Background: an optimization exercise with open tools, aiming at small area and a short achievable clock period. Do not read the settings as production practice.
Function not checked in this run: the RTL went through the layout flow alone.

**design/flow/flow/run.sh**
```bash
#!/bin/bash
set -euo pipefail
export BUFFER_PORTS_ARGS="-buffer_cell sky130_fd_sc_hd__buf_1"
bash standard.sh SETUP_SLACK_MARGIN=10.95 finish > standard.log 2>&1
```
**design/flow/standard.sh**
```bash
#!/bin/bash
# synth_recipe.tcl (not shown) runs the flow's synth.tcl, then flattens the netlist and writes it again
# the make line also repeats each setting of config.mk as NAME=value (left out here)
make -C /OpenROAD-flow-scripts/flow DESIGN_CONFIG=/design/flow/config.mk WORK_HOME=/design/flow/orfs CLKGATE_MAP_FILE= SYNTH_SCRIPT=/design/flow/synth_recipe.tcl "${@:-finish}"
```
**design/flow/config.mk**
```make
export PLATFORM = sky130hd
export DESIGN_NAME = hsv2rgb_pipe
export DESIGN_NICKNAME = hsv2rgb_pipe
export VERILOG_FILES = /design/flow/design.v
export SDC_FILE = /design/flow/constraint.sdc
export NUM_CORES = 4
export LEC_CHECK = 0
export ABC_AREA = 1
export CAP_MARGIN = 20
export CORE_MARGIN = 2
export CORE_UTILIZATION = 40
export SLEW_MARGIN = 20
export SYNTH_HIERARCHICAL = 1
export SYNTH_MINIMUM_KEEP_SIZE = 0
```
**design/flow/constraint.sdc**
```tcl
create_clock -name core_clock -period 15.0 [get_ports {clk}]
set_input_delay 3.0000 -clock core_clock [delete_from_list [all_inputs] [get_ports {clk}]]
set_output_delay 3.0000 -clock core_clock [all_outputs]
set_load 0.01 [all_outputs]
```
**design/flow/design.v**
```verilog
module hsv_fa (input a, input b, input c, output s, output co);
    assign s = a ^ b ^ c;
    assign co = (a & b) | (c & (a ^ b));
endmodule
module hsv_ha (input a, input b, output s, output co);
    assign s = a ^ b;
    assign co = a & b;
endmodule
module hsv_han (input a, input b, output s, output co);
    assign s = ~(a ^ b);
    assign co = a | b;
endmodule
module hsv2rgb_pipe (
        input clk,
        input rst_n,
        input in_valid,
        input [7:0] h,
        input [7:0] s,
        input [7:0] v,
        output reg out_valid,
        output reg [7:0] r,
        output reg [7:0] g,
        output reg [7:0] b
    );
    reg vld0, vld1, vld2;
    reg [7:0] h0, s0, v0;
    wire [2:0] region = (h0 >= 8'd215) ? 3'd5 : (h0 >= 8'd172) ? 3'd4 :
                        (h0 >= 8'd129) ? 3'd3 : (h0 >= 8'd86) ? 3'd2 :
                        (h0 >= 8'd43) ? 3'd1 : 3'd0;
    wire [6:0] h3 = h0[6:0] + {h0[5:0], 1'b0};
    wire [6:0] k3 = h3 - {4'd0, region};
    wire even = ~region[0];
    wire [7:0] x_c = {k3 ^ {7{even}}, even};
    wire [2:0] sel_c = (s0 == 8'd0) ? 3'd7 : region;
    reg [2:0] sel1;
    reg [7:0] x1, s1;
    reg [7:0] nv1;       
    wire [7:0] u_c, p_c;
    wire mu_pp01 = ~(s1[0] & x1[1]);
    wire mu_pp02 = ~(s1[0] & x1[2]);
    wire mu_pp03 = ~(s1[0] & x1[3]);
    wire mu_pp04 = ~(s1[0] & x1[4]);
    wire mu_pp05 = ~(s1[0] & x1[5]);
    wire mu_pp06 = ~(s1[0] & x1[6]);
    wire mu_pp07 = ~(s1[0] & x1[7]);
    wire mu_pp10 = ~(s1[1] & x1[0]);
    wire mu_pp11 = ~(s1[1] & x1[1]);
    wire mu_pp12 = ~(s1[1] & x1[2]);
    wire mu_pp13 = ~(s1[1] & x1[3]);
    wire mu_pp14 = ~(s1[1] & x1[4]);
    wire mu_pp15 = ~(s1[1] & x1[5]);
    wire mu_pp16 = ~(s1[1] & x1[6]);
    wire mu_pp17 = ~(s1[1] & x1[7]);
    wire mu_pp20 = ~(s1[2] & x1[0]);
    wire mu_pp21 = ~(s1[2] & x1[1]);
    wire mu_pp22 = ~(s1[2] & x1[2]);
    wire mu_pp23 = ~(s1[2] & x1[3]);
    wire mu_pp24 = ~(s1[2] & x1[4]);
    wire mu_pp25 = ~(s1[2] & x1[5]);
    wire mu_pp26 = ~(s1[2] & x1[6]);
    wire mu_pp27 = ~(s1[2] & x1[7]);
    wire mu_pp30 = ~(s1[3] & x1[0]);
    wire mu_pp31 = ~(s1[3] & x1[1]);
    wire mu_pp32 = ~(s1[3] & x1[2]);
    wire mu_pp33 = ~(s1[3] & x1[3]);
    wire mu_pp34 = ~(s1[3] & x1[4]);
    wire mu_pp35 = ~(s1[3] & x1[5]);
    wire mu_pp36 = ~(s1[3] & x1[6]);
    wire mu_pp37 = ~(s1[3] & x1[7]);
    wire mu_pp40 = ~(s1[4] & x1[0]);
    wire mu_pp41 = ~(s1[4] & x1[1]);
    wire mu_pp42 = ~(s1[4] & x1[2]);
    wire mu_pp43 = ~(s1[4] & x1[3]);
    wire mu_pp44 = ~(s1[4] & x1[4]);
    wire mu_pp45 = ~(s1[4] & x1[5]);
    wire mu_pp46 = ~(s1[4] & x1[6]);
    wire mu_pp47 = ~(s1[4] & x1[7]);
    wire mu_pp50 = ~(s1[5] & x1[0]);
    wire mu_pp51 = ~(s1[5] & x1[1]);
    wire mu_pp52 = ~(s1[5] & x1[2]);
    wire mu_pp53 = ~(s1[5] & x1[3]);
    wire mu_pp54 = ~(s1[5] & x1[4]);
    wire mu_pp55 = ~(s1[5] & x1[5]);
    wire mu_pp56 = ~(s1[5] & x1[6]);
    wire mu_pp57 = ~(s1[5] & x1[7]);
    wire mu_pp60 = ~(s1[6] & x1[0]);
    wire mu_pp61 = ~(s1[6] & x1[1]);
    wire mu_pp62 = ~(s1[6] & x1[2]);
    wire mu_pp63 = ~(s1[6] & x1[3]);
    wire mu_pp64 = ~(s1[6] & x1[4]);
    wire mu_pp65 = ~(s1[6] & x1[5]);
    wire mu_pp66 = ~(s1[6] & x1[6]);
    wire mu_pp67 = ~(s1[6] & x1[7]);
    wire mu_pp70 = ~(s1[7] & x1[0]);
    wire mu_pp71 = ~(s1[7] & x1[1]);
    wire mu_pp72 = ~(s1[7] & x1[2]);
    wire mu_pp73 = ~(s1[7] & x1[3]);
    wire mu_pp74 = ~(s1[7] & x1[4]);
    wire mu_pp75 = ~(s1[7] & x1[5]);
    wire mu_pp76 = ~(s1[7] & x1[6]);
    wire mu_pp77 = ~(s1[7] & x1[7]);
    wire mu_t1, mu_t2;
    hsv_fa mu_t1_ha (.a(mu_pp06), .b(mu_pp15), .c(1'b1), .s(mu_t1), .co(mu_t2));
    wire mu_t3, mu_t4;
    hsv_fa mu_t3_fa (.a(mu_pp07), .b(mu_pp16), .c(mu_pp25), .s(mu_t3), .co(mu_t4));
    wire mu_t5, mu_t6;
    hsv_fa mu_t5_ha (.a(mu_pp34), .b(mu_pp43), .c(1'b1), .s(mu_t5), .co(mu_t6));
    wire mu_t7, mu_t8;
    hsv_fa mu_t7_fa (.a(mu_pp17), .b(mu_pp26), .c(mu_pp35), .s(mu_t7), .co(mu_t8));
    wire mu_t9, mu_t10;
    hsv_fa mu_t9_ha (.a(mu_pp44), .b(mu_pp53), .c(1'b1), .s(mu_t9), .co(mu_t10));
    wire mu_t11, mu_t12;
    hsv_fa mu_t11_fa (.a(mu_pp27), .b(mu_pp36), .c(mu_pp45), .s(mu_t11), .co(mu_t12));
    wire mu_t13, mu_t14;
    hsv_fa mu_t13_ha (.a(mu_pp04), .b(mu_pp13), .c(1'b1), .s(mu_t13), .co(mu_t14));
    wire mu_t15, mu_t16;
    hsv_fa mu_t15_fa (.a(mu_pp05), .b(mu_pp14), .c(mu_pp23), .s(mu_t15), .co(mu_t16));
    wire mu_t17, mu_t18;
    hsv_fa mu_t17_ha (.a(mu_pp32), .b(mu_pp41), .c(1'b1), .s(mu_t17), .co(mu_t18));
    wire mu_t19, mu_t20;
    hsv_fa mu_t19_fa (.a(mu_pp24), .b(mu_pp33), .c(mu_pp42), .s(mu_t19), .co(mu_t20));
    wire mu_t21, mu_t22;
    hsv_fa mu_t21_fa (.a(mu_pp51), .b(mu_pp60), .c(mu_t1), .s(mu_t21), .co(mu_t22));
    wire mu_t23, mu_t24;
    hsv_fa mu_t23_fa (.a(mu_pp52), .b(mu_pp61), .c(mu_pp70), .s(mu_t23), .co(mu_t24));
    wire mu_t25, mu_t26;
    hsv_fa mu_t25_fa (.a(mu_t2), .b(mu_t5), .c(mu_t3), .s(mu_t25), .co(mu_t26));
    wire mu_t27, mu_t28;
    hsv_fa mu_t27_fa (.a(mu_pp62), .b(mu_pp71), .c(mu_t6), .s(mu_t27), .co(mu_t28));
    wire mu_t29, mu_t30;
    hsv_fa mu_t29_fa (.a(mu_t9), .b(mu_t4), .c(mu_t7), .s(mu_t29), .co(mu_t30));
    wire mu_t31, mu_t32;
    hsv_fa mu_t31_fa (.a(mu_pp54), .b(mu_pp63), .c(mu_pp72), .s(mu_t31), .co(mu_t32));
    wire mu_t33, mu_t34;
    hsv_fa mu_t33_fa (.a(mu_t10), .b(mu_t8), .c(mu_t11), .s(mu_t33), .co(mu_t34));
    wire mu_t35, mu_t36;
    hsv_fa mu_t35_fa (.a(mu_pp37), .b(mu_pp46), .c(mu_pp55), .s(mu_t35), .co(mu_t36));
    wire mu_t37, mu_t38;
    hsv_fa mu_t37_fa (.a(mu_pp64), .b(mu_pp73), .c(mu_t12), .s(mu_t37), .co(mu_t38));
    wire mu_t39, mu_t40;
    hsv_fa mu_t39_fa (.a(mu_pp47), .b(mu_pp56), .c(mu_pp65), .s(mu_t39), .co(mu_t40));
    wire mu_t41, mu_t42;
    hsv_fa mu_t41_ha (.a(mu_pp03), .b(mu_pp12), .c(1'b1), .s(mu_t41), .co(mu_t42));
    wire mu_t43, mu_t44;
    hsv_fa mu_t43_fa (.a(mu_pp22), .b(mu_pp31), .c(mu_pp40), .s(mu_t43), .co(mu_t44));
    wire mu_t45, mu_t46;
    hsv_fa mu_t45_fa (.a(mu_pp50), .b(mu_t14), .c(mu_t17), .s(mu_t45), .co(mu_t46));
    wire mu_t47, mu_t48;
    hsv_fa mu_t47_fa (.a(mu_t18), .b(mu_t16), .c(mu_t19), .s(mu_t47), .co(mu_t48));
    wire mu_t49, mu_t50;
    hsv_fa mu_t49_fa (.a(mu_t20), .b(mu_t23), .c(mu_t22), .s(mu_t49), .co(mu_t50));
    wire mu_t51, mu_t52;
    hsv_fa mu_t51_fa (.a(mu_t24), .b(mu_t27), .c(mu_t26), .s(mu_t51), .co(mu_t52));
    wire mu_t53, mu_t54;
    hsv_fa mu_t53_fa (.a(mu_t31), .b(mu_t28), .c(mu_t30), .s(mu_t53), .co(mu_t54));
    wire mu_t55, mu_t56;
    hsv_fa mu_t55_fa (.a(mu_t32), .b(mu_t35), .c(mu_t37), .s(mu_t55), .co(mu_t56));
    wire mu_t57, mu_t58;
    hsv_fa mu_t57_fa (.a(mu_pp74), .b(mu_t36), .c(mu_t39), .s(mu_t57), .co(mu_t58));
    wire mu_t59, mu_t60;
    hsv_fa mu_t59_fa (.a(mu_pp57), .b(mu_pp66), .c(mu_pp75), .s(mu_t59), .co(mu_t60));
    wire mu_t61, mu_t62;
    hsv_fa mu_t61_ha (.a(mu_pp02), .b(mu_pp11), .c(1'b1), .s(mu_t61), .co(mu_t62));
    wire mu_t63, mu_t64;
    hsv_fa mu_t63_fa (.a(mu_pp21), .b(mu_pp30), .c(mu_t41), .s(mu_t63), .co(mu_t64));
    wire mu_t65, mu_t66;
    hsv_fa mu_t65_fa (.a(mu_t42), .b(mu_t13), .c(mu_t43), .s(mu_t65), .co(mu_t66));
    wire mu_t67, mu_t68;
    hsv_fa mu_t67_fa (.a(mu_t44), .b(mu_t15), .c(mu_t45), .s(mu_t67), .co(mu_t68));
    wire mu_t69, mu_t70;
    hsv_fa mu_t69_fa (.a(mu_t46), .b(mu_t21), .c(mu_t47), .s(mu_t69), .co(mu_t70));
    wire mu_t71, mu_t72;
    hsv_fa mu_t71_fa (.a(mu_t48), .b(mu_t25), .c(mu_t49), .s(mu_t71), .co(mu_t72));
    wire mu_t73, mu_t74;
    hsv_fa mu_t73_fa (.a(mu_t29), .b(mu_t50), .c(mu_t51), .s(mu_t73), .co(mu_t74));
    wire mu_t75, mu_t76;
    hsv_fa mu_t75_fa (.a(mu_t33), .b(mu_t52), .c(mu_t53), .s(mu_t75), .co(mu_t76));
    wire mu_t77, mu_t78;
    hsv_fa mu_t77_fa (.a(mu_t34), .b(mu_t55), .c(mu_t54), .s(mu_t77), .co(mu_t78));
    wire mu_t79, mu_t80;
    hsv_fa mu_t79_fa (.a(mu_t38), .b(mu_t57), .c(mu_t56), .s(mu_t79), .co(mu_t80));
    wire mu_t81, mu_t82;
    hsv_fa mu_t81_fa (.a(mu_t40), .b(mu_t59), .c(mu_t58), .s(mu_t81), .co(mu_t82));
    wire mu_t83, mu_t84;
    hsv_fa mu_t83_fa (.a(mu_pp67), .b(mu_pp76), .c(mu_t60), .s(mu_t83), .co(mu_t84));
    wire mu_c2 = ~mu_pp01 & ~mu_pp10;
    wire mu_c3 = (~mu_t61 & ~mu_pp20) | (mu_c2 & (~mu_t61 | ~mu_pp20));
    wire mu_c4 = (~mu_t62 & ~mu_t63) | (mu_c3 & (~mu_t62 | ~mu_t63));
    wire mu_c5 = (~mu_t64 & ~mu_t65) | (mu_c4 & (~mu_t64 | ~mu_t65));
    wire [10:0] mu_ra = {1'b1, mu_t84, mu_t82, mu_t80, mu_t78, mu_t76, mu_t74, mu_t72, mu_t70, mu_t68, mu_t66};
    wire [10:0] mu_rb = {1'b1, mu_pp77, mu_t83, mu_t81, mu_t79, mu_t77, mu_t75, mu_t73, mu_t71, mu_t69, mu_t67};
    wire [10:0] mu_sum = ~mu_ra + ~mu_rb + {10'd0, mu_c5};
    assign u_c = mu_sum[10:3];
    wire mp_pp01 = ~(~(nv1[0] | s1[1]));
    wire mp_pp02 = ~(~(nv1[0] | s1[2]));
    wire mp_pp03 = ~(~(nv1[0] | s1[3]));
    wire mp_pp04 = ~(~(nv1[0] | s1[4]));
    wire mp_pp05 = ~(~(nv1[0] | s1[5]));
    wire mp_pp06 = ~(~(nv1[0] | s1[6]));
    wire mp_pp07 = ~(~(nv1[0] | s1[7]));
    wire mp_pp10 = ~(~(nv1[1] | s1[0]));
    wire mp_pp11 = ~(~(nv1[1] | s1[1]));
    wire mp_pp12 = ~(~(nv1[1] | s1[2]));
    wire mp_pp13 = ~(~(nv1[1] | s1[3]));
    wire mp_pp14 = ~(~(nv1[1] | s1[4]));
    wire mp_pp15 = ~(~(nv1[1] | s1[5]));
    wire mp_pp16 = ~(~(nv1[1] | s1[6]));
    wire mp_pp17 = ~(~(nv1[1] | s1[7]));
    wire mp_pp20 = ~(~(nv1[2] | s1[0]));
    wire mp_pp21 = ~(~(nv1[2] | s1[1]));
    wire mp_pp22 = ~(~(nv1[2] | s1[2]));
    wire mp_pp23 = ~(~(nv1[2] | s1[3]));
    wire mp_pp24 = ~(~(nv1[2] | s1[4]));
    wire mp_pp25 = ~(~(nv1[2] | s1[5]));
    wire mp_pp26 = ~(~(nv1[2] | s1[6]));
    wire mp_pp27 = ~(~(nv1[2] | s1[7]));
    wire mp_pp30 = ~(~(nv1[3] | s1[0]));
    wire mp_pp31 = ~(~(nv1[3] | s1[1]));
    wire mp_pp32 = ~(~(nv1[3] | s1[2]));
    wire mp_pp33 = ~(~(nv1[3] | s1[3]));
    wire mp_pp34 = ~(~(nv1[3] | s1[4]));
    wire mp_pp35 = ~(~(nv1[3] | s1[5]));
    wire mp_pp36 = ~(~(nv1[3] | s1[6]));
    wire mp_pp37 = ~(~(nv1[3] | s1[7]));
    wire mp_pp40 = ~(~(nv1[4] | s1[0]));
    wire mp_pp41 = ~(~(nv1[4] | s1[1]));
    wire mp_pp42 = ~(~(nv1[4] | s1[2]));
    wire mp_pp43 = ~(~(nv1[4] | s1[3]));
    wire mp_pp44 = ~(~(nv1[4] | s1[4]));
    wire mp_pp45 = ~(~(nv1[4] | s1[5]));
    wire mp_pp46 = ~(~(nv1[4] | s1[6]));
    wire mp_pp47 = ~(~(nv1[4] | s1[7]));
    wire mp_pp50 = ~(~(nv1[5] | s1[0]));
    wire mp_pp51 = ~(~(nv1[5] | s1[1]));
    wire mp_pp52 = ~(~(nv1[5] | s1[2]));
    wire mp_pp53 = ~(~(nv1[5] | s1[3]));
    wire mp_pp54 = ~(~(nv1[5] | s1[4]));
    wire mp_pp55 = ~(~(nv1[5] | s1[5]));
    wire mp_pp56 = ~(~(nv1[5] | s1[6]));
    wire mp_pp57 = ~(~(nv1[5] | s1[7]));
    wire mp_pp60 = ~(~(nv1[6] | s1[0]));
    wire mp_pp61 = ~(~(nv1[6] | s1[1]));
    wire mp_pp62 = ~(~(nv1[6] | s1[2]));
    wire mp_pp63 = ~(~(nv1[6] | s1[3]));
    wire mp_pp64 = ~(~(nv1[6] | s1[4]));
    wire mp_pp65 = ~(~(nv1[6] | s1[5]));
    wire mp_pp66 = ~(~(nv1[6] | s1[6]));
    wire mp_pp67 = ~(~(nv1[6] | s1[7]));
    wire mp_pp70 = ~(~(nv1[7] | s1[0]));
    wire mp_pp71 = ~(~(nv1[7] | s1[1]));
    wire mp_pp72 = ~(~(nv1[7] | s1[2]));
    wire mp_pp73 = ~(~(nv1[7] | s1[3]));
    wire mp_pp74 = ~(~(nv1[7] | s1[4]));
    wire mp_pp75 = ~(~(nv1[7] | s1[5]));
    wire mp_pp76 = ~(~(nv1[7] | s1[6]));
    wire mp_pp77 = ~(~(nv1[7] | s1[7]));
    wire mp_t1, mp_t2;
    hsv_fa mp_t1_ha (.a(mp_pp06), .b(mp_pp15), .c(1'b1), .s(mp_t1), .co(mp_t2));
    wire mp_t3, mp_t4;
    hsv_fa mp_t3_fa (.a(mp_pp07), .b(mp_pp16), .c(mp_pp25), .s(mp_t3), .co(mp_t4));
    wire mp_t5, mp_t6;
    hsv_fa mp_t5_ha (.a(mp_pp34), .b(mp_pp43), .c(1'b1), .s(mp_t5), .co(mp_t6));
    wire mp_t7, mp_t8;
    hsv_fa mp_t7_fa (.a(mp_pp17), .b(mp_pp26), .c(mp_pp35), .s(mp_t7), .co(mp_t8));
    wire mp_t9, mp_t10;
    hsv_fa mp_t9_ha (.a(mp_pp44), .b(mp_pp53), .c(1'b1), .s(mp_t9), .co(mp_t10));
    wire mp_t11, mp_t12;
    hsv_fa mp_t11_fa (.a(mp_pp27), .b(mp_pp36), .c(mp_pp45), .s(mp_t11), .co(mp_t12));
    wire mp_t13, mp_t14;
    hsv_fa mp_t13_ha (.a(mp_pp04), .b(mp_pp13), .c(1'b1), .s(mp_t13), .co(mp_t14));
    wire mp_t15, mp_t16;
    hsv_fa mp_t15_fa (.a(mp_pp05), .b(mp_pp14), .c(mp_pp23), .s(mp_t15), .co(mp_t16));
    wire mp_t17, mp_t18;
    hsv_fa mp_t17_ha (.a(mp_pp32), .b(mp_pp41), .c(1'b1), .s(mp_t17), .co(mp_t18));
    wire mp_t19, mp_t20;
    hsv_fa mp_t19_fa (.a(mp_pp24), .b(mp_pp33), .c(mp_pp42), .s(mp_t19), .co(mp_t20));
    wire mp_t21, mp_t22;
    hsv_fa mp_t21_fa (.a(mp_pp51), .b(mp_pp60), .c(mp_t1), .s(mp_t21), .co(mp_t22));
    wire mp_t23, mp_t24;
    hsv_fa mp_t23_fa (.a(mp_pp52), .b(mp_pp61), .c(mp_pp70), .s(mp_t23), .co(mp_t24));
    wire mp_t25, mp_t26;
    hsv_fa mp_t25_fa (.a(mp_t2), .b(mp_t5), .c(mp_t3), .s(mp_t25), .co(mp_t26));
    wire mp_t27, mp_t28;
    hsv_fa mp_t27_fa (.a(mp_pp62), .b(mp_pp71), .c(mp_t6), .s(mp_t27), .co(mp_t28));
    wire mp_t29, mp_t30;
    hsv_fa mp_t29_fa (.a(mp_t9), .b(mp_t4), .c(mp_t7), .s(mp_t29), .co(mp_t30));
    wire mp_t31, mp_t32;
    hsv_fa mp_t31_fa (.a(mp_pp54), .b(mp_pp63), .c(mp_pp72), .s(mp_t31), .co(mp_t32));
    wire mp_t33, mp_t34;
    hsv_fa mp_t33_fa (.a(mp_t10), .b(mp_t8), .c(mp_t11), .s(mp_t33), .co(mp_t34));
    wire mp_t35, mp_t36;
    hsv_fa mp_t35_fa (.a(mp_pp37), .b(mp_pp46), .c(mp_pp55), .s(mp_t35), .co(mp_t36));
    wire mp_t37, mp_t38;
    hsv_fa mp_t37_fa (.a(mp_pp64), .b(mp_pp73), .c(mp_t12), .s(mp_t37), .co(mp_t38));
    wire mp_t39, mp_t40;
    hsv_fa mp_t39_fa (.a(mp_pp47), .b(mp_pp56), .c(mp_pp65), .s(mp_t39), .co(mp_t40));
    wire mp_t41, mp_t42;
    hsv_fa mp_t41_ha (.a(mp_pp03), .b(mp_pp12), .c(1'b1), .s(mp_t41), .co(mp_t42));
    wire mp_t43, mp_t44;
    hsv_fa mp_t43_fa (.a(mp_pp22), .b(mp_pp31), .c(mp_pp40), .s(mp_t43), .co(mp_t44));
    wire mp_t45, mp_t46;
    hsv_fa mp_t45_fa (.a(mp_pp50), .b(mp_t14), .c(mp_t17), .s(mp_t45), .co(mp_t46));
    wire mp_t47, mp_t48;
    hsv_fa mp_t47_fa (.a(mp_t18), .b(mp_t16), .c(mp_t19), .s(mp_t47), .co(mp_t48));
    wire mp_t49, mp_t50;
    hsv_fa mp_t49_fa (.a(mp_t20), .b(mp_t23), .c(mp_t22), .s(mp_t49), .co(mp_t50));
    wire mp_t51, mp_t52;
    hsv_fa mp_t51_fa (.a(mp_t24), .b(mp_t27), .c(mp_t26), .s(mp_t51), .co(mp_t52));
    wire mp_t53, mp_t54;
    hsv_fa mp_t53_fa (.a(mp_t31), .b(mp_t28), .c(mp_t30), .s(mp_t53), .co(mp_t54));
    wire mp_t55, mp_t56;
    hsv_fa mp_t55_fa (.a(mp_t32), .b(mp_t35), .c(mp_t37), .s(mp_t55), .co(mp_t56));
    wire mp_t57, mp_t58;
    hsv_fa mp_t57_fa (.a(mp_pp74), .b(mp_t36), .c(mp_t39), .s(mp_t57), .co(mp_t58));
    wire mp_t59, mp_t60;
    hsv_fa mp_t59_fa (.a(mp_pp57), .b(mp_pp66), .c(mp_pp75), .s(mp_t59), .co(mp_t60));
    wire mp_t61, mp_t62;
    hsv_fa mp_t61_ha (.a(mp_pp02), .b(mp_pp11), .c(1'b1), .s(mp_t61), .co(mp_t62));
    wire mp_t63, mp_t64;
    hsv_fa mp_t63_fa (.a(mp_pp21), .b(mp_pp30), .c(mp_t41), .s(mp_t63), .co(mp_t64));
    wire mp_t65, mp_t66;
    hsv_fa mp_t65_fa (.a(mp_t42), .b(mp_t13), .c(mp_t43), .s(mp_t65), .co(mp_t66));
    wire mp_t67, mp_t68;
    hsv_fa mp_t67_fa (.a(mp_t44), .b(mp_t15), .c(mp_t45), .s(mp_t67), .co(mp_t68));
    wire mp_t69, mp_t70;
    hsv_fa mp_t69_fa (.a(mp_t46), .b(mp_t21), .c(mp_t47), .s(mp_t69), .co(mp_t70));
    wire mp_t71, mp_t72;
    hsv_fa mp_t71_fa (.a(mp_t48), .b(mp_t25), .c(mp_t49), .s(mp_t71), .co(mp_t72));
    wire mp_t73, mp_t74;
    hsv_fa mp_t73_fa (.a(mp_t29), .b(mp_t50), .c(mp_t51), .s(mp_t73), .co(mp_t74));
    wire mp_t75, mp_t76;
    hsv_fa mp_t75_fa (.a(mp_t33), .b(mp_t52), .c(mp_t53), .s(mp_t75), .co(mp_t76));
    wire mp_t77, mp_t78;
    hsv_fa mp_t77_fa (.a(mp_t34), .b(mp_t55), .c(mp_t54), .s(mp_t77), .co(mp_t78));
    wire mp_t79, mp_t80;
    hsv_fa mp_t79_fa (.a(mp_t38), .b(mp_t57), .c(mp_t56), .s(mp_t79), .co(mp_t80));
    wire mp_t81, mp_t82;
    hsv_fa mp_t81_fa (.a(mp_t40), .b(mp_t59), .c(mp_t58), .s(mp_t81), .co(mp_t82));
    wire mp_t83, mp_t84;
    hsv_fa mp_t83_fa (.a(mp_pp67), .b(mp_pp76), .c(mp_t60), .s(mp_t83), .co(mp_t84));
    wire mp_c2 = ~mp_pp01 & ~mp_pp10;
    wire mp_c3 = (~mp_t61 & ~mp_pp20) | (mp_c2 & (~mp_t61 | ~mp_pp20));
    wire mp_c4 = (~mp_t62 & ~mp_t63) | (mp_c3 & (~mp_t62 | ~mp_t63));
    wire mp_c5 = (~mp_t64 & ~mp_t65) | (mp_c4 & (~mp_t64 | ~mp_t65));
    wire [10:0] mp_ra = {1'b1, mp_t84, mp_t82, mp_t80, mp_t78, mp_t76, mp_t74, mp_t72, mp_t70, mp_t68, mp_t66};
    wire [10:0] mp_rb = {1'b1, mp_pp77, mp_t83, mp_t81, mp_t79, mp_t77, mp_t75, mp_t73, mp_t71, mp_t69, mp_t67};
    wire [10:0] mp_sum = ~mp_ra + ~mp_rb + {10'd0, mp_c5};
    assign p_c = mp_sum[10:3];
    reg [2:0] sel2;
    reg [7:0] u2, p2;
    reg [7:0] nv2;       
    wire [7:0] w_c;
    wire mw_pp01 = ~(~(nv2[0] | u2[1]));
    wire mw_pp02 = ~(~(nv2[0] | u2[2]));
    wire mw_pp03 = ~(~(nv2[0] | u2[3]));
    wire mw_pp04 = ~(~(nv2[0] | u2[4]));
    wire mw_pp05 = ~(~(nv2[0] | u2[5]));
    wire mw_pp06 = ~(~(nv2[0] | u2[6]));
    wire mw_pp07 = ~(~(nv2[0] | u2[7]));
    wire mw_pp10 = ~(~(nv2[1] | u2[0]));
    wire mw_pp11 = ~(~(nv2[1] | u2[1]));
    wire mw_pp12 = ~(~(nv2[1] | u2[2]));
    wire mw_pp13 = ~(~(nv2[1] | u2[3]));
    wire mw_pp14 = ~(~(nv2[1] | u2[4]));
    wire mw_pp15 = ~(~(nv2[1] | u2[5]));
    wire mw_pp16 = ~(~(nv2[1] | u2[6]));
    wire mw_pp17 = ~(~(nv2[1] | u2[7]));
    wire mw_pp20 = ~(~(nv2[2] | u2[0]));
    wire mw_pp21 = ~(~(nv2[2] | u2[1]));
    wire mw_pp22 = ~(~(nv2[2] | u2[2]));
    wire mw_pp23 = ~(~(nv2[2] | u2[3]));
    wire mw_pp24 = ~(~(nv2[2] | u2[4]));
    wire mw_pp25 = ~(~(nv2[2] | u2[5]));
    wire mw_pp26 = ~(~(nv2[2] | u2[6]));
    wire mw_pp27 = ~(~(nv2[2] | u2[7]));
    wire mw_pp30 = ~(~(nv2[3] | u2[0]));
    wire mw_pp31 = ~(~(nv2[3] | u2[1]));
    wire mw_pp32 = ~(~(nv2[3] | u2[2]));
    wire mw_pp33 = ~(~(nv2[3] | u2[3]));
    wire mw_pp34 = ~(~(nv2[3] | u2[4]));
    wire mw_pp35 = ~(~(nv2[3] | u2[5]));
    wire mw_pp36 = ~(~(nv2[3] | u2[6]));
    wire mw_pp37 = ~(~(nv2[3] | u2[7]));
    wire mw_pp40 = ~(~(nv2[4] | u2[0]));
    wire mw_pp41 = ~(~(nv2[4] | u2[1]));
    wire mw_pp42 = ~(~(nv2[4] | u2[2]));
    wire mw_pp43 = ~(~(nv2[4] | u2[3]));
    wire mw_pp44 = ~(~(nv2[4] | u2[4]));
    wire mw_pp45 = ~(~(nv2[4] | u2[5]));
    wire mw_pp46 = ~(~(nv2[4] | u2[6]));
    wire mw_pp47 = ~(~(nv2[4] | u2[7]));
    wire mw_pp50 = ~(~(nv2[5] | u2[0]));
    wire mw_pp51 = ~(~(nv2[5] | u2[1]));
    wire mw_pp52 = ~(~(nv2[5] | u2[2]));
    wire mw_pp53 = ~(~(nv2[5] | u2[3]));
    wire mw_pp54 = ~(~(nv2[5] | u2[4]));
    wire mw_pp55 = ~(~(nv2[5] | u2[5]));
    wire mw_pp56 = ~(~(nv2[5] | u2[6]));
    wire mw_pp57 = ~(~(nv2[5] | u2[7]));
    wire mw_pp60 = ~(~(nv2[6] | u2[0]));
    wire mw_pp61 = ~(~(nv2[6] | u2[1]));
    wire mw_pp62 = ~(~(nv2[6] | u2[2]));
    wire mw_pp63 = ~(~(nv2[6] | u2[3]));
    wire mw_pp64 = ~(~(nv2[6] | u2[4]));
    wire mw_pp65 = ~(~(nv2[6] | u2[5]));
    wire mw_pp66 = ~(~(nv2[6] | u2[6]));
    wire mw_pp67 = ~(~(nv2[6] | u2[7]));
    wire mw_pp70 = ~(~(nv2[7] | u2[0]));
    wire mw_pp71 = ~(~(nv2[7] | u2[1]));
    wire mw_pp72 = ~(~(nv2[7] | u2[2]));
    wire mw_pp73 = ~(~(nv2[7] | u2[3]));
    wire mw_pp74 = ~(~(nv2[7] | u2[4]));
    wire mw_pp75 = ~(~(nv2[7] | u2[5]));
    wire mw_pp76 = ~(~(nv2[7] | u2[6]));
    wire mw_pp77 = ~(~(nv2[7] | u2[7]));
    wire mw_t1, mw_t2;
    hsv_fa mw_t1_ha (.a(mw_pp06), .b(mw_pp15), .c(1'b1), .s(mw_t1), .co(mw_t2));
    wire mw_t3, mw_t4;
    hsv_fa mw_t3_fa (.a(mw_pp07), .b(mw_pp16), .c(mw_pp25), .s(mw_t3), .co(mw_t4));
    wire mw_t5, mw_t6;
    hsv_fa mw_t5_ha (.a(mw_pp34), .b(mw_pp43), .c(1'b1), .s(mw_t5), .co(mw_t6));
    wire mw_t7, mw_t8;
    hsv_fa mw_t7_fa (.a(mw_pp17), .b(mw_pp26), .c(mw_pp35), .s(mw_t7), .co(mw_t8));
    wire mw_t9, mw_t10;
    hsv_fa mw_t9_ha (.a(mw_pp44), .b(mw_pp53), .c(1'b1), .s(mw_t9), .co(mw_t10));
    wire mw_t11, mw_t12;
    hsv_fa mw_t11_fa (.a(mw_pp27), .b(mw_pp36), .c(mw_pp45), .s(mw_t11), .co(mw_t12));
    wire mw_t13, mw_t14;
    hsv_fa mw_t13_ha (.a(mw_pp04), .b(mw_pp13), .c(1'b1), .s(mw_t13), .co(mw_t14));
    wire mw_t15, mw_t16;
    hsv_fa mw_t15_fa (.a(mw_pp05), .b(mw_pp14), .c(mw_pp23), .s(mw_t15), .co(mw_t16));
    wire mw_t17, mw_t18;
    hsv_fa mw_t17_ha (.a(mw_pp32), .b(mw_pp41), .c(1'b1), .s(mw_t17), .co(mw_t18));
    wire mw_t19, mw_t20;
    hsv_fa mw_t19_fa (.a(mw_pp24), .b(mw_pp33), .c(mw_pp42), .s(mw_t19), .co(mw_t20));
    wire mw_t21, mw_t22;
    hsv_fa mw_t21_fa (.a(mw_pp51), .b(mw_pp60), .c(mw_t1), .s(mw_t21), .co(mw_t22));
    wire mw_t23, mw_t24;
    hsv_fa mw_t23_fa (.a(mw_pp52), .b(mw_pp61), .c(mw_pp70), .s(mw_t23), .co(mw_t24));
    wire mw_t25, mw_t26;
    hsv_fa mw_t25_fa (.a(mw_t2), .b(mw_t5), .c(mw_t3), .s(mw_t25), .co(mw_t26));
    wire mw_t27, mw_t28;
    hsv_fa mw_t27_fa (.a(mw_pp62), .b(mw_pp71), .c(mw_t6), .s(mw_t27), .co(mw_t28));
    wire mw_t29, mw_t30;
    hsv_fa mw_t29_fa (.a(mw_t9), .b(mw_t4), .c(mw_t7), .s(mw_t29), .co(mw_t30));
    wire mw_t31, mw_t32;
    hsv_fa mw_t31_fa (.a(mw_pp54), .b(mw_pp63), .c(mw_pp72), .s(mw_t31), .co(mw_t32));
    wire mw_t33, mw_t34;
    hsv_fa mw_t33_fa (.a(mw_t10), .b(mw_t8), .c(mw_t11), .s(mw_t33), .co(mw_t34));
    wire mw_t35, mw_t36;
    hsv_fa mw_t35_fa (.a(mw_pp37), .b(mw_pp46), .c(mw_pp55), .s(mw_t35), .co(mw_t36));
    wire mw_t37, mw_t38;
    hsv_fa mw_t37_fa (.a(mw_pp64), .b(mw_pp73), .c(mw_t12), .s(mw_t37), .co(mw_t38));
    wire mw_t39, mw_t40;
    hsv_fa mw_t39_fa (.a(mw_pp47), .b(mw_pp56), .c(mw_pp65), .s(mw_t39), .co(mw_t40));
    wire mw_t41, mw_t42;
    hsv_fa mw_t41_ha (.a(mw_pp03), .b(mw_pp12), .c(1'b1), .s(mw_t41), .co(mw_t42));
    wire mw_t43, mw_t44;
    hsv_fa mw_t43_fa (.a(mw_pp22), .b(mw_pp31), .c(mw_pp40), .s(mw_t43), .co(mw_t44));
    wire mw_t45, mw_t46;
    hsv_fa mw_t45_fa (.a(mw_pp50), .b(mw_t14), .c(mw_t17), .s(mw_t45), .co(mw_t46));
    wire mw_t47, mw_t48;
    hsv_fa mw_t47_fa (.a(mw_t18), .b(mw_t16), .c(mw_t19), .s(mw_t47), .co(mw_t48));
    wire mw_t49, mw_t50;
    hsv_fa mw_t49_fa (.a(mw_t20), .b(mw_t23), .c(mw_t22), .s(mw_t49), .co(mw_t50));
    wire mw_t51, mw_t52;
    hsv_fa mw_t51_fa (.a(mw_t24), .b(mw_t27), .c(mw_t26), .s(mw_t51), .co(mw_t52));
    wire mw_t53, mw_t54;
    hsv_fa mw_t53_fa (.a(mw_t31), .b(mw_t28), .c(mw_t30), .s(mw_t53), .co(mw_t54));
    wire mw_t55, mw_t56;
    hsv_fa mw_t55_fa (.a(mw_t32), .b(mw_t35), .c(mw_t37), .s(mw_t55), .co(mw_t56));
    wire mw_t57, mw_t58;
    hsv_fa mw_t57_fa (.a(mw_pp74), .b(mw_t36), .c(mw_t39), .s(mw_t57), .co(mw_t58));
    wire mw_t59, mw_t60;
    hsv_fa mw_t59_fa (.a(mw_pp57), .b(mw_pp66), .c(mw_pp75), .s(mw_t59), .co(mw_t60));
    wire mw_t61, mw_t62;
    hsv_fa mw_t61_ha (.a(mw_pp02), .b(mw_pp11), .c(1'b1), .s(mw_t61), .co(mw_t62));
    wire mw_t63, mw_t64;
    hsv_fa mw_t63_fa (.a(mw_pp21), .b(mw_pp30), .c(mw_t41), .s(mw_t63), .co(mw_t64));
    wire mw_t65, mw_t66;
    hsv_fa mw_t65_fa (.a(mw_t42), .b(mw_t13), .c(mw_t43), .s(mw_t65), .co(mw_t66));
    wire mw_t67, mw_t68;
    hsv_fa mw_t67_fa (.a(mw_t44), .b(mw_t15), .c(mw_t45), .s(mw_t67), .co(mw_t68));
    wire mw_t69, mw_t70;
    hsv_fa mw_t69_fa (.a(mw_t46), .b(mw_t21), .c(mw_t47), .s(mw_t69), .co(mw_t70));
    wire mw_t71, mw_t72;
    hsv_fa mw_t71_fa (.a(mw_t48), .b(mw_t25), .c(mw_t49), .s(mw_t71), .co(mw_t72));
    wire mw_t73, mw_t74;
    hsv_fa mw_t73_fa (.a(mw_t29), .b(mw_t50), .c(mw_t51), .s(mw_t73), .co(mw_t74));
    wire mw_t75, mw_t76;
    hsv_fa mw_t75_fa (.a(mw_t33), .b(mw_t52), .c(mw_t53), .s(mw_t75), .co(mw_t76));
    wire mw_t77, mw_t78;
    hsv_fa mw_t77_fa (.a(mw_t34), .b(mw_t55), .c(mw_t54), .s(mw_t77), .co(mw_t78));
    wire mw_t79, mw_t80;
    hsv_fa mw_t79_fa (.a(mw_t38), .b(mw_t57), .c(mw_t56), .s(mw_t79), .co(mw_t80));
    wire mw_t81, mw_t82;
    hsv_fa mw_t81_fa (.a(mw_t40), .b(mw_t59), .c(mw_t58), .s(mw_t81), .co(mw_t82));
    wire mw_t83, mw_t84;
    hsv_fa mw_t83_fa (.a(mw_pp67), .b(mw_pp76), .c(mw_t60), .s(mw_t83), .co(mw_t84));
    wire mw_c2 = ~mw_pp01 & ~mw_pp10;
    wire mw_c3 = (~mw_t61 & ~mw_pp20) | (mw_c2 & (~mw_t61 | ~mw_pp20));
    wire mw_c4 = (~mw_t62 & ~mw_t63) | (mw_c3 & (~mw_t62 | ~mw_t63));
    wire mw_c5 = (~mw_t64 & ~mw_t65) | (mw_c4 & (~mw_t64 | ~mw_t65));
    wire [10:0] mw_ra = {1'b1, mw_t84, mw_t82, mw_t80, mw_t78, mw_t76, mw_t74, mw_t72, mw_t70, mw_t68, mw_t66};
    wire [10:0] mw_rb = {1'b1, mw_pp77, mw_t83, mw_t81, mw_t79, mw_t77, mw_t75, mw_t73, mw_t71, mw_t69, mw_t67};
    wire [10:0] mw_sum = ~mw_ra + ~mw_rb + {10'd0, mw_c5};
    assign w_c = mw_sum[10:3];
    reg [2:0] wsel;
    reg [2:0] vsel;
    always @* begin
        case (sel2)
            3'd0: begin wsel = 3'b010; vsel = 3'b100; end
            3'd1: begin wsel = 3'b100; vsel = 3'b010; end
            3'd2: begin wsel = 3'b001; vsel = 3'b010; end
            3'd3: begin wsel = 3'b010; vsel = 3'b001; end
            3'd4: begin wsel = 3'b100; vsel = 3'b001; end
            3'd5: begin wsel = 3'b001; vsel = 3'b100; end
            default: begin wsel = 3'b000; vsel = 3'b111; end
        endcase
    end
    wire [7:0] v2 = ~nv2;
    wire [7:0] r_n = vsel[2] ? v2 : p2;
    wire [7:0] g_n = vsel[1] ? v2 : p2;
    wire [7:0] b_n = vsel[0] ? v2 : p2;
    always @(posedge clk or negedge rst_n) begin
        if (!rst_n) begin
            vld0 <= 1'b0;
            vld1 <= 1'b0;
            vld2 <= 1'b0;
            out_valid <= 1'b0;
        end else begin
            vld0 <= in_valid;
            vld1 <= vld0;
            vld2 <= vld1;
            out_valid <= vld2;
        end
    end
    always @(posedge clk) begin
        h0 <= h;
        s0 <= s;
        v0 <= v;
        sel1 <= sel_c;
        x1 <= x_c;
        s1 <= s0;
        nv1 <= ~v0;
        sel2 <= sel1;
        u2 <= u_c;
        p2 <= p_c;
        nv2 <= nv1;
        r <= wsel[2] ? w_c : r_n;
        g <= wsel[1] ? w_c : g_n;
        b <= wsel[0] ? w_c : b_n;
    end
endmodule
```
==> key figures <==
Run status
  – Outcome: complete, no violations

STA
  – Final period utilization: 26.0%
  – RSZ-0062 raised after global routing: false
  – Slew Viols, Final: 0
  – Final Critical Period: 3.89 ns
  – Max frequency: roughly 260 MHz
  – Final Hold Viols: 0
  – Final setup fails: 0
  – Setup_tns: 0 ns
  – Setup ws final: between 10 and 15 ns
  – Slew @ Worst Pin: about 0.75 ns
  – Slew HR: between 50% and 60%
  – Clock skew: ~0.011 ns

Detailed routing
  – Post-Route WL: approximately 17,000 um
  – WL per Instance: 13.1 um
  – DR DRC count: 0
  – Via/cell ratio: around 4.7
  – Drt pass-1 iters: 5
  – Via count: roughly 6,200
  – DR iter-0 viols: 343
  – Routed Antenna Nets: 0

Floorplan
  – Full die area: between 20,000 and 25,000 um2
  – Initial core utilization: roughly two fifths
  – Row Count: 53
  – Die Width: around 150 um
  – # IOs: 52
  – Die H: 149 um
  – CORE AREA: around 21,000 um2

Worst setup path
  – Worst Setup Start Kind: register
  – Setup crit start: b[7]
  – CP max-delay cell: dfxtp_1
  – Worst path arrival time: 0.89 ns
  – R2r worst-path depth: 17
  – Crit path required time: about 12 ns
  – Cell Chain, Critical Path: buf_1
  – WP buf/inv: 1
  – Worst-path fanout max: 1
  – WP depth: 1
  – Crit path capture type: output pin
  – Worst Path Class, Setup: register to output pin
  – R2R Path Start: nv2[3]
  – Max stage delay on crit path: between 0.3 and 0.4 ns
  – CP top delay family: flip-flops

Synth
  – Mean post-synth cell area: 8.54 um2
  – Post-Synthesis Cells: 986
  – Cell accounting for the most synthesized area: fa_1
  – Seq cells post-synth: between 100 and 150
  – EDFF count, synth: 0
  – Synth top area cells: fa_1, dfxtp_1, nand2_1
  – Share of the synthesized area in the top cell type: roughly 30%
  – Post-synth ARST share: under 10%
  – Sequential area share after synthesis: 25.5%
  – Synthesized area: ~8400 um2
  – Synth unique cells: 40
  – Yosys warns: 7
  – Synth Flop Type: dfxtp_1

Cells and area
  – Layout cells sized above 1: about 7%
  – Fin nets: about 1,300
  – Design area: between 9000 and 10,000 um2
  – Fillcell total: 2,090
  – Area Overhead vs Synth: 10.7%
  – Ant diodes: 0
  – Area of the multi-input gates: about 5700 um2
  – Commonest non-fill, non-tap cells in the layout: nand2_1, inv_1, fa_1
  – Area occupied by registers: 2150 um2
  – Commonest non-fill, non-tap cell in the layout: nand2_1

Hold path
  – Hold path start: s0[3]
  – Hold WC Path Type: register to register
  – Hold path depth: 0

Job
  – Total of max-cap violations: 0

Global routing
  – Largest net degree at the start of global routing: 22
  – Global-route wire length before repair: between 20,000 and 30,000 um
  – Initial antenna violation count: 0
  – GR Overflow Total: 0
  – Total track usage: 16.8%
  – Vias in the first global route: ~6,200

Clocking
  – H-tree levels: 3
  – CTS tree: built
  – Sink Count: about 110
  – Num CTS Buffers: 9
  – Latest clock arrival within the worst-skew pair: 0.36 ns
  – Clk slew on worst S/H paths: around 0.09 ns
  – Bufs on Longest Clock Path: 2
  – Root buf cell: clkbuf_16

Place
  – Number of port buffers: 51
  – Placement Setup Slack: about 11 ns
  – Detailed Place HPWL: 14,300 um
  – Dpl cell area: slightly below 9000 um2
  – GPL Wtd Cong: 0.816
## logic make-up after synthesis
kind of cell               count (synthesis)  synth area share [%]
AOI/OAI and AO/OA                         95                  6.76
DFF                                      106                  25.5
adders and majority gates                177                  37.8
buffers and inverters                    178                  8.16
and+or+nand+nor                          408                  19.4
xor gates and xnor gates                  21                  2.36
other                                      1                0.0446
## Yosys stat by module (local to each module, per instance)
module / cell area, um2 / cells
hsv2rgb_pipe: 5890 / 860
hsv_fa: 20.0 / 1
## metrics by stage
| stage | std cells | hold slack (ns) | util [%] |
|---|---|---|---|
| floorplan | 1006 | 0.310 | - |
| global placement | 1311 | 0.335 | 42.9 |
| detailed placement | 1311 | 0.336 | 42.9 |
| CTS | 1327 | 0.342 | 44.4 |
| global route | 1329 | 0.349 | 44.7 |
| finish | 1329 | 0.337 | 44.7 |
## worst paths after layout
kind	to	slack, ns
worst max-delay path	b[7]	11.11
worst max register to register	g[4]	11.14
worst min-delay path	s1[3]	0.34
worst min register to register	s1[3]	0.34
min in group asynchronous	vld2	2.44
max in group asynchronous	out_valid	12.37
## timing repair
action / CTS / global route
resized for setup: 3 / 28
buffers inserted: 0 / 2
pin swaps: 0 / 1
hold buffers: 0 / 0
endpoints found under the setup margin: 5 / 18
endpoints found under the hold margin: 0 / 0
## registers in the layout (all words and copies together), names as in the netlist
name and cells:
v0 8, vld0 1, x1 8, sel1 3, nv2 8, s1 8, s0 8, vld1 1
out_valid 1, b 8, sel2 3, h0 8, nv1 8, r 8, u2 8, p2 8
vld2 1, g 8
## Yosys cell counts (3+ instances only)
cell / n
dfrtp_1: 4
nor3_1: 9
o21ai_0: 21
a21oi_1: 31
o21ai_1: 13
buf_2: 5
nand2_2: 11
xor2_1: 14
nor2_1: 25
dfxtp_1: 102
inv_2: 6
nand3_1: 25
clkbuf_1: 13
xnor2_1: 5
a21boi_0: 3
ha_1: 48
buf_4: 3
o211ai_1: 7
inv_1: 150
nand2_1: 329
o21ai_2: 4
nand4_1: 3
fa_1: 129
a21o_1: 3
## cell type report
| class | count | area share [%] |
|---|---|---|
| tap | 275 | 3.69 |
| timing repair buffer | 53 | 2.22 |
| sequential | 106 | 23.1 |
| clock inverter | 7 | 0.873 |
| inverter | 157 | 6.39 |
| clock buffer | 9 | 2.42 |
| multi-input combinational | 722 | 61.3 |
## per-layer routing
| metal | wire length [um] | GRT usage (%) |
|---|---|---|
| met1 | 8260 | 23.2 |
| met2 | 8240 | 28.2 |
| met3 | 685 | 2.54 |
| met4 | 244 | 3.62 |
| met5 | 0 | 0 |

[static timing again, ports no longer ideal]
The flow's constraints put no driver on any port. The routed layout listed below was extracted and timed again, unchanged, in two steps. Step 1 (the two cells are an assumption about what drives the block):
set clk [get_ports {clk}]
set_driving_cell -lib_cell sky130_fd_sc_hd__clkbuf_16 $clk
set_driving_cell -lib_cell sky130_fd_sc_hd__buf_2 [delete_from_list [all_inputs] $clk]
Step 2 also shifts input and output timing later by t, the mid clock arrival at the registers, as if the neighbouring blocks saw the same clock. Slacks: ideal / step 1 / step 2; pairs: ideal / step 1.
t (ns): 0.392
slack for setup (ns): 11.106 / 11.063 / 11.141
worst setup path at the end: register to register
clock arrival spread, ns: 0.014 / 0.014
After both steps setup and hold are still met in this run. The setup slack of this run moves by -0.043 ns with the drivers and by +0.035 ns with both steps.
